From an optimization exercise on the open Yosys and OpenROAD flow, aimed at small area, a short achievable clock period and few clock cycles per item; shortcuts taken in it are not production practice. Only simulation tests tie the RTL to the original design; equivalence was not proved.

## flow/design.v (module list and top-level ports; edited modules follow where they fit)
// module lzc: 22 lines
// module gen_lzc: 25 lines
// module lzc_4: 10 lines
// module int_div: 122 lines
// module ks_sub: 36 lines
// module ks_add: 34 lines
// module int_sqrt: 90 lines
// module fp_rnd: 240 lines
// module fp_add_head: 168 lines
// module fp_add_spec: 160 lines
// module fp_add_tail: 141 lines
// module fp_mul_head: 132 lines
// module fp_mul_tail: 173 lines
// module mul24: 1955 lines
// module fp_fma_s2: 290 lines
// module fp_fma_tail: 186 lines
// module fp_fma_add_head: 302 lines
// module fma_addsub: 35 lines
// module fp_div: 225 lines
// module fp_div_tail: 124 lines
// module fp_sqrt: 189 lines
// module fp_i2f: 155 lines
// module fp_f2i: 229 lines
// module fp_cmp: 154 lines
// module fp_classify: 113 lines
// module f2d: 146 lines
// module d2f: 153 lines
// module fp_top: 859 lines
module fp_top
#(
    parameter fp_pkg::fp_format_e  FP_FORMAT   = fp_pkg::FP32,
    parameter fp_pkg::int_format_e INT_FORMAT  = fp_pkg::INT32,
    parameter logic        RISCV_MODE  = 1'b0
)
(
    input clk_i,
    input rst_i,
    input start_i,
    output logic ready_o,
    input [63:0] a_i,
    input [63:0] b_i,
    input [63:0] c_i,
    input fp_pkg::roundmode_e rnd_i,
    input fp_pkg::float_op_e op_i,
    input [1:0] op_modify_i,
    output logic [63:0] result_o,
    output logic valid_o,
    output fp_pkg::status_t flags_o
);
  // ...
==> flow/run.sh <==
#!/bin/bash
# synth_recipe.tcl (not shown) runs the flow's synth.tcl, then flattens the netlist and writes it again
# the make line also repeats each setting of config.mk as NAME=value (left out here)
make -C /OpenROAD-flow-scripts/flow DESIGN_CONFIG=/design/flow/config.mk WORK_HOME=/design/flow/orfs CLKGATE_MAP_FILE= SYNTH_SCRIPT=/design/flow/synth_recipe.tcl finish
==> flow/config.mk <==
export PLATFORM = sky130hd
export DESIGN_NAME = fp_top
export DESIGN_NICKNAME = fp_top
export VERILOG_FILES = /design/flow/design.v
export SDC_FILE = /design/flow/constraint.sdc
export NUM_CORES = 8
export LEC_CHECK = 0
export ABC_AREA = 1
export CAP_MARGIN = 20
export CORE_MARGIN = 2
export CORE_UTILIZATION = 40
export SETUP_SLACK_MARGIN = 5
export SLEW_MARGIN = 20
==> flow/constraint.sdc <==
create_clock -name core_clock -period 20.0 [get_ports {clk_i}]
set_input_delay 4.0000 -clock core_clock [delete_from_list [all_inputs] [get_ports {clk_i}]]
set_output_delay 4.0000 -clock core_clock [all_outputs]
set_load 0.01 [all_outputs]
==> impl_table.tex, run 1 <==
\begin{tabular}{lr}
\hline
Metric & Value \\
\hline
\multicolumn{2}{l}{\textbf{Status}} \\
\quad Outcome & timing/DRC/antenna clean \\
\multicolumn{2}{l}{\textbf{Final layout}} \\
\quad Nonclk buf count & 613 \\
\quad Most common cell after layout, fill and taps aside & sky130\_fd\_sc\_hd\_\_nand2\_1 \\
\quad Number of filler instances in the final layout & 29800 \\
\quad Seq. cell area & between 10000 and 15000 sq um \\
\quad Max reg flops & 53 \\
\quad Final cell utilization of the core & a little over two fifths \\
\quad Multi-input logic portion of the cell area & 70.4\% \\
\quad Leading registers by flop count & f\_aurpr\_mant\_q (53), m\_prod\_q (48), urnd\_q (38) \\
\quad Top reg by flops & f\_aurpr\_mant\_q \\
\quad Fraction of final layout cells sized beyond drive strength 1 & 6.21\% \\
\multicolumn{2}{l}{\textbf{Place}} \\
\quad Cell area after placement & 115000 sq um \\
\multicolumn{2}{l}{\textbf{STA}} \\
\quad Fin worst setup slack & around 5.5 ns \\
\quad Final hold violation count & 0 \\
\quad Max\_slew headroom & 8.98\% \\
\multicolumn{2}{l}{\textbf{Hold path}} \\
\quad Launch instance of the worst min-delay path & int\_div\_inst.n\_q[15] \\
\quad End of the worst hold path & int\_div\_inst.n\_q[22] \\
\multicolumn{2}{l}{\textbf{Route}} \\
\quad DR DRC count & 0 \\
\quad DRT met1 WL & about 210 mm \\
\quad Average wire per cell in the routed design & 25.1 microns \\
\multicolumn{2}{l}{\textbf{Worst setup path}} \\
\quad Worst setup path startpoint & int\_div\_inst.s\_q[2] \\
\quad Delay of the slowest cell on the worst path & 0.62 ns \\
\multicolumn{2}{l}{\textbf{GRT}} \\
\quad Global-route track usage on met2 & 55.4\% \\
\multicolumn{2}{l}{\textbf{Logic synthesis}} \\
\quad Number of enable flip-flop cells after synthesis & 24 \\
\quad Synth Area in Compound Gates & 23.2\% \\
\quad Leading cell types by count after synthesis & sky130\_fd\_sc\_hd\_\_nand2\_1 (3977), sky130\_fd\_sc\_hd\_\_inv\_1 (2341), sky130\_fd\_sc\_hd\_\_o21ai\_0 (1943) \\
\quad Largest family of logic cells by synthesized area & simple AND/OR/NAND/NOR gates \\
\quad Adder-cell share of the synthesized area & 16.7\% \\
\quad Post-synth net total & $\sim$19000 \\
\multicolumn{2}{l}{\textbf{Clocking}} \\
\quad Number of buffers added for setup after CTS & 7 \\
\quad Clock root buffer master & sky130\_fd\_sc\_hd\_\_clkbuf\_16 \\
\hline
\end{tabular}
Testbench counts, summed over its fixed seeds: cycles 35,466, ops 24,000.
==> inputs of run 2 (changes only) <==
--- a/flow/config.mk
+++ b/flow/config.mk
@@ -7,6 +7,5 @@
 export LEC_CHECK = 0
-export ABC_AREA = 1
 export CAP_MARGIN = 20
 export CORE_MARGIN = 2
-export CORE_UTILIZATION = 40
+export CORE_UTILIZATION = 45
 export SETUP_SLACK_MARGIN = 5
==> impl_table.tex, run 2 <==
\begin{tabular}{lr}
\hline
Metric & Value \\
\hline
\multicolumn{2}{l}{\textbf{Status}} \\
\quad Outcome & timing/DRC/antenna clean (unchanged) \\
\multicolumn{2}{l}{\textbf{Die}} \\
\quad DIE WIDTH & 493 microns (was 528 microns) \\
\quad Die footprint & 243000 sq um (was 279000 sq um) \\
\quad Core Box Area & 238000 sq um (was 273000 sq um) \\
\quad Initial Utilization & 45.3\% (was 40.1\%) \\
\quad Height of the die & 493 microns (was 528 microns) \\
\quad Total I/O pin count & 275 (unchanged) \\
\quad Number of rows in the core area & 179 (was 192) \\
\multicolumn{2}{l}{\textbf{Place}} \\
\quad Cell count after placement & 17600 (was 21200) \\
\quad IO Port Bufs & 210 (unchanged) \\
\quad Post-Place Setup Slack & 2.60 ns (was 3.38 ns) \\
\quad Weighted congestion at the end of routability-driven global placement & 1.10 (was 1.12) \\
\quad DP HPWL & 391 mm (was 421 mm) \\
\quad Cell area after placement & 114000 sq um (was 115000 sq um) \\
\multicolumn{2}{l}{\textbf{STA}} \\
\quad Highest Clock Rate & 0.0677 GHz (was 0.0688 GHz) \\
\quad Total setup violations reported at the end of the flow & 0 (unchanged) \\
\quad Actual slew at the worst max-slew pin & 1.38 ns (was 1.35 ns) \\
\quad Hold WS & 0.347 ns (was 0.349 ns) \\
\quad Part of the cycle the worst path needs & 73.9\% (was 72.7\%) \\
\quad Setup clock skew after layout & 0.0718 ns (was 0.0968 ns) \\
\quad Final hold violation count & 0 (unchanged) \\
\quad Fin worst setup slack & 5.23 ns (was 5.46 ns) \\
\quad Final count of pins violating max slew & 0 (unchanged) \\
\quad Final Critical Period & 14.77 ns (was 14.54 ns) \\
\quad Final sum of negative setup slack & 0 ns (unchanged) \\
\quad Setup repair after global routing missed its margin & yes (was no) \\
\quad Max\_slew headroom & 7.42\% (was 8.98\%) \\
\multicolumn{2}{l}{\textbf{Clocking}} \\
\quad CTS tree & yes (unchanged) \\
\quad Clock root buffer master & sky130\_fd\_sc\_hd\_\_clkbuf\_16 (unchanged) \\
\quad Sinks on Clock Net & 633 (unchanged) \\
\quad Clock-pin transition on the worst setup and hold timing paths & 0.07 ns (was 0.06 ns) \\
\quad Max H-tree Level & 3 (unchanged) \\
\quad Clock Tree Buf Depth & 3 (unchanged) \\
\quad Clock latency of the later-clocked register in the worst-skew pair & 0.79 ns (was 0.76 ns) \\
\quad Number of buffers inserted for hold repair after clock tree synthesis & 0 (unchanged) \\
\quad TritonCTS buffer count & 79 (was 80) \\
\multicolumn{2}{l}{\textbf{Final layout}} \\
\quad Syn-to-layout area delta & 11.4\% (was 9.01\%) \\
\quad Top reg by flops & f\_aurpr\_mant\_q (unchanged) \\
\quad Non-filler instance count after layout & 17900 (was 21500) \\
\quad Final cell utilization of the core & 50.4\% (was 43.8\%) \\
\quad Most common cell after layout, fill and taps aside & sky130\_fd\_sc\_hd\_\_nand2\_1 (unchanged) \\
\quad Seq. cell area & 13000 sq um (about the same) \\
\quad Footprint of the multi-input gates & 89100 sq um (was 84300 sq um) \\
\quad Max reg flops & 53 (unchanged) \\
\quad Final layout net count & 16000 (was 19100) \\
\quad Number of filler instances in the final layout & 23900 (was 29800) \\
\quad Finished layout cell area & 120000 sq um (about the same) \\
\quad Fraction of final layout cells sized beyond drive strength 1 & 10.4\% (was 6.21\%) \\
\quad Most frequent cells in the layout & sky130\_fd\_sc\_hd\_\_nand2\_1 (1670), sky130\_fd\_sc\_hd\_\_nor2\_1 (1327), sky130\_fd\_sc\_hd\_\_a21oi\_1 (1122) (was sky130\_fd\_sc\_hd\_\_nand2\_1 (3969), sky130\_fd\_sc\_hd\_\_inv\_1 (2316), sky130\_fd\_sc\_hd\_\_o21ai\_0 (1906)) \\
\quad Leading registers by flop count & f\_aurpr\_mant\_q (53), m\_prod\_q (48), urnd\_q (38) (unchanged) \\
\multicolumn{2}{l}{\textbf{Logic synthesis}} \\
\quad Fraction of post-synthesis cell area in the top cell type by area & 11.0\% (was 13.6\%) \\
\quad Leading cell types by count after synthesis & sky130\_fd\_sc\_hd\_\_nand2\_1 (1688), sky130\_fd\_sc\_hd\_\_nor2\_1 (1358), sky130\_fd\_sc\_hd\_\_a21oi\_1 (1157) (was sky130\_fd\_sc\_hd\_\_nand2\_1 (3977), sky130\_fd\_sc\_hd\_\_inv\_1 (2341), sky130\_fd\_sc\_hd\_\_o21ai\_0 (1943)) \\
\quad Count of yosys warnings during synthesis & 54 (unchanged) \\
\quad XOR/XNOR Fraction of Synth Area & 7.40\% (was 6.51\%) \\
\quad Largest family of logic cells by synthesized area & compound AO/OA/AOI/OAI gates (was simple AND/OR/NAND/NOR gates) \\
\quad Most frequent cell after synthesis & sky130\_fd\_sc\_hd\_\_nand2\_1 (unchanged) \\
\quad Number of different library cells in the post-synthesis netlist & 131 (was 93) \\
\quad Number of enable flip-flop cells after synthesis & 24 (unchanged) \\
\quad Number of storage elements in the synthesis netlist & 633 (unchanged) \\
\quad Top cells by area, synth & sky130\_fd\_sc\_hd\_\_dfxtp\_1 (11\%), sky130\_fd\_sc\_hd\_\_fa\_1 (9.1\%), sky130\_fd\_sc\_hd\_\_ha\_1 (7.9\%) (was sky130\_fd\_sc\_hd\_\_nand2\_1 (14\%), sky130\_fd\_sc\_hd\_\_dfxtp\_1 (11\%), sky130\_fd\_sc\_hd\_\_fa\_1 (9.0\%)) \\
\quad Post-synthesis share of cell area spent on and, or, nand and nor gates & 20.2\% (was 28.8\%) \\
\quad Cell taking the most area after synthesis & sky130\_fd\_sc\_hd\_\_dfxtp\_1 (was sky130\_fd\_sc\_hd\_\_nand2\_1) \\
\quad Synthesized instance count & 14900 (was 18000) \\
\quad Adder-cell share of the synthesized area & 17.0\% (was 16.7\%) \\
\quad Fraction of the yosys area taken by sequential cells & 12.1\% (was 11.9\%) \\
\quad Synth Area in Compound Gates & 27.3\% (was 23.2\%) \\
\quad Leading register cell type out of synthesis & sky130\_fd\_sc\_hd\_\_dfxtp\_1 (unchanged) \\
\quad Post-synth net total & 16200 (was 19300) \\
\quad Async S/R FF share, synth & 3.00\% (unchanged) \\
\quad Mean instance size in the synthesized netlist & 7.25 sq um (was 6.11 sq um) \\
\quad Mux contribution to synthesized area & 8.10\% (was 0.968\%) \\
\quad Netlist area before placement & 108000 sq um (was 110000 sq um) \\
\multicolumn{2}{l}{\textbf{Worst setup path}} \\
\quad Startpoint type of the worst setup path & primary input (was flop) \\
\quad Required time of the worst setup path & 20.68 ns (was 16.00 ns) \\
\quad Capturing element type of the critical path & flop (was output port) \\
\quad Delay of the slowest cell on the worst path & 0.64 ns (was 0.62 ns) \\
\quad Origin of the critical flop-to-flop path & m\_b\_q[1] (was m\_a\_q[29]) \\
\quad Most used cell along the critical path & sky130\_fd\_sc\_hd\_\_a21oi\_1 (was sky130\_fd\_sc\_hd\_\_nand2\_1) \\
\quad Type of the setup path with the least slack & in -> reg (was reg -> out) \\
\quad Worst setup path startpoint & a\_i[11] (was int\_div\_inst.s\_q[2]) \\
\quad Cell with the biggest individual delay on the critical path & sky130\_fd\_sc\_hd\_\_clkdlybuf4s50\_1 (unchanged) \\
\quad Max FO, Critical Path & 28 (was 34) \\
\quad Data arrival time of the worst path & 15.45 ns (was 10.54 ns) \\
\multicolumn{2}{l}{\textbf{Route}} \\
\quad Ratio of routed vias to standard cells & 6.63 (was 5.94) \\
\quad Initial drt markers & 18400 (was 16800) \\
\quad Average wire per cell in the routed design & 29.0 microns (was 25.1 microns) \\
\quad Total wire length & 519 mm (was 539 mm) \\
\quad DRT Pass-1 Iters & 10 (was 7) \\
\quad Via count & 119000 (was 127000) \\
\quad DR DRC count & 0 (unchanged) \\
\quad Antenna-violating nets left & 0 (unchanged) \\
\multicolumn{2}{l}{\textbf{Run}} \\
\quad Maximum Capacitance Violations & 0 (unchanged) \\
\multicolumn{2}{l}{\textbf{GRT}} \\
\quad Largest net degree at the start of global routing & 84 (was 101) \\
\quad Total global routing track utilization & 40.7\% (was 37.2\%) \\
\quad Residual overflow from global routing & 0 (unchanged) \\
\quad Global-route wire length before repair & 744 mm (was 782 mm) \\
\quad Number of antenna violations at the first check in global routing & 38 (was 46) \\
\quad Vias in the first global route & 108000 (was 117000) \\
\multicolumn{2}{l}{\textbf{Hold path}} \\
\quad Path category of the worst min-delay check & reg -> reg (unchanged) \\
\quad Launch instance of the worst min-delay path & int\_div\_inst.n\_q[18] (was int\_div\_inst.n\_q[15]) \\
\hline
\end{tabular}
[run 2: changes by cell type in the layout (fill, tap and decap cells not counted), moves of 116 or more]
cell                       before   now
sky130_fd_sc_hd__xor2_1       611   265
sky130_fd_sc_hd__nand2_1     3969  1670
sky130_fd_sc_hd__a22oi_1       46   359
sky130_fd_sc_hd__xnor2_1      191   599
sky130_fd_sc_hd__buf_4        379   495
sky130_fd_sc_hd__mux2i_1      105   514
sky130_fd_sc_hd__a21oi_1      999  1122
sky130_fd_sc_hd__a21o_1        31   183
sky130_fd_sc_hd__a211oi_1      44   198
sky130_fd_sc_hd__o22ai_1      347   142
sky130_fd_sc_hd__nand3_1     1223   309
sky130_fd_sc_hd__o21ai_0     1906   868
sky130_fd_sc_hd__inv_1       2316  1089
[run 2: cell families (layout without fill, tap and decap cells)]
group           Yosys count  in the layout
xor+xnor                909            909
other cells               0             23
flops                   633            633
mux                     737            738
fa+ha+maj              1168           1168
simple gates           4754           4755
compound gates         4468           4471
buf+inv                2186           2040
[run 2: cell type report]
type	count	share of cell area, %
multi-input cells	12000	74.2
flip-flops and latches	633	10.9
diodes	23	0.0480
repair inverters	4	0.0229
clock buffers	93	1.76
inverters	1130	3.61
well taps	3167	3.30
clock inverters	54	0.654
repair buffers	759	5.51
[run 2: repair_timing]
action / CTS / global route
cloned: 8 / 3
setup buffers: 34 / 76
endpoints found under the setup margin: 100 / 78
pin swaps: 26 / 45
resized for setup: 256 / 302
endpoints found under the hold margin: 0 / 0
[run 2: worst max-delay path, delay by kind of cell]
family,cells,cell delay (ns)
AOI/OAI and AO/OA,21,3.98
buffers and inverters,10,2.91
adders and majority gates,6,2.79
and+or+nand+nor,3,0.82
muxes,3,0.73
xor gates and xnor gates,1,0.14
[run 2: worst paths after layout]
check                                        to  slack [ns]  cells after the start
max in group asynchronous         longop_sqrt_q       16.30                      1
setup reg to reg                  f_ashamt_q[5]        5.38                     60
min in group asynchronous   int_div_inst.busy_q        3.22                      1
hold reg to reg            int_div_inst.n_q[25]        0.35                      0
setup / recovery                   m_prod_q[46]        5.23                     44
hold / removal             int_div_inst.n_q[25]        0.35                      0
[run 2: per-layer routing]
metal  routed length (microns)  vias to the layer above  global-route usage (%)
met5                       615                        -                   0.196
met4                     38000                       40                    23.3
met3                     69400                     1871                    13.1
met2                    210000                     8142                    58.8
met1                    201000                    55800                    52.9
li1                          -                    52900                       -

==> afterwards: timing with drivers on the ports <==
Ports are ideal in the flow. The routed layouts listed here were re-timed in OpenROAD.
Step 1 (the two cells are an assumption about what drives the block):
set clk [get_ports {clk_i}]
set_driving_cell -lib_cell sky130_fd_sc_hd__clkbuf_16 $clk
set_driving_cell -lib_cell sky130_fd_sc_hd__buf_2 [delete_from_list [all_inputs] $clk]
Step 2 times the ports against the registers' clock, not the clock port: input delays grow and output delays shrink by t, the midpoint of the rising clock arrivals with the driver on.
a / b / c = ideal ports / drivers / drivers and shift; a / b = the first two.
| run | t (ns) | setup slack, ns | cell pins on the clock port's net |
|---|---|---|---|
| run 1 | 0.806 | 5.463 / 5.365 / 4.766 | 1 |
| run 2 | 0.863 | 5.228 / 5.123 / 4.445 | 1 |
After both steps setup and hold are still met in every run listed. For run 2, which loses most, drivers alone change the setup slack by -0.105 ns; drivers and shift together by -0.783 ns.
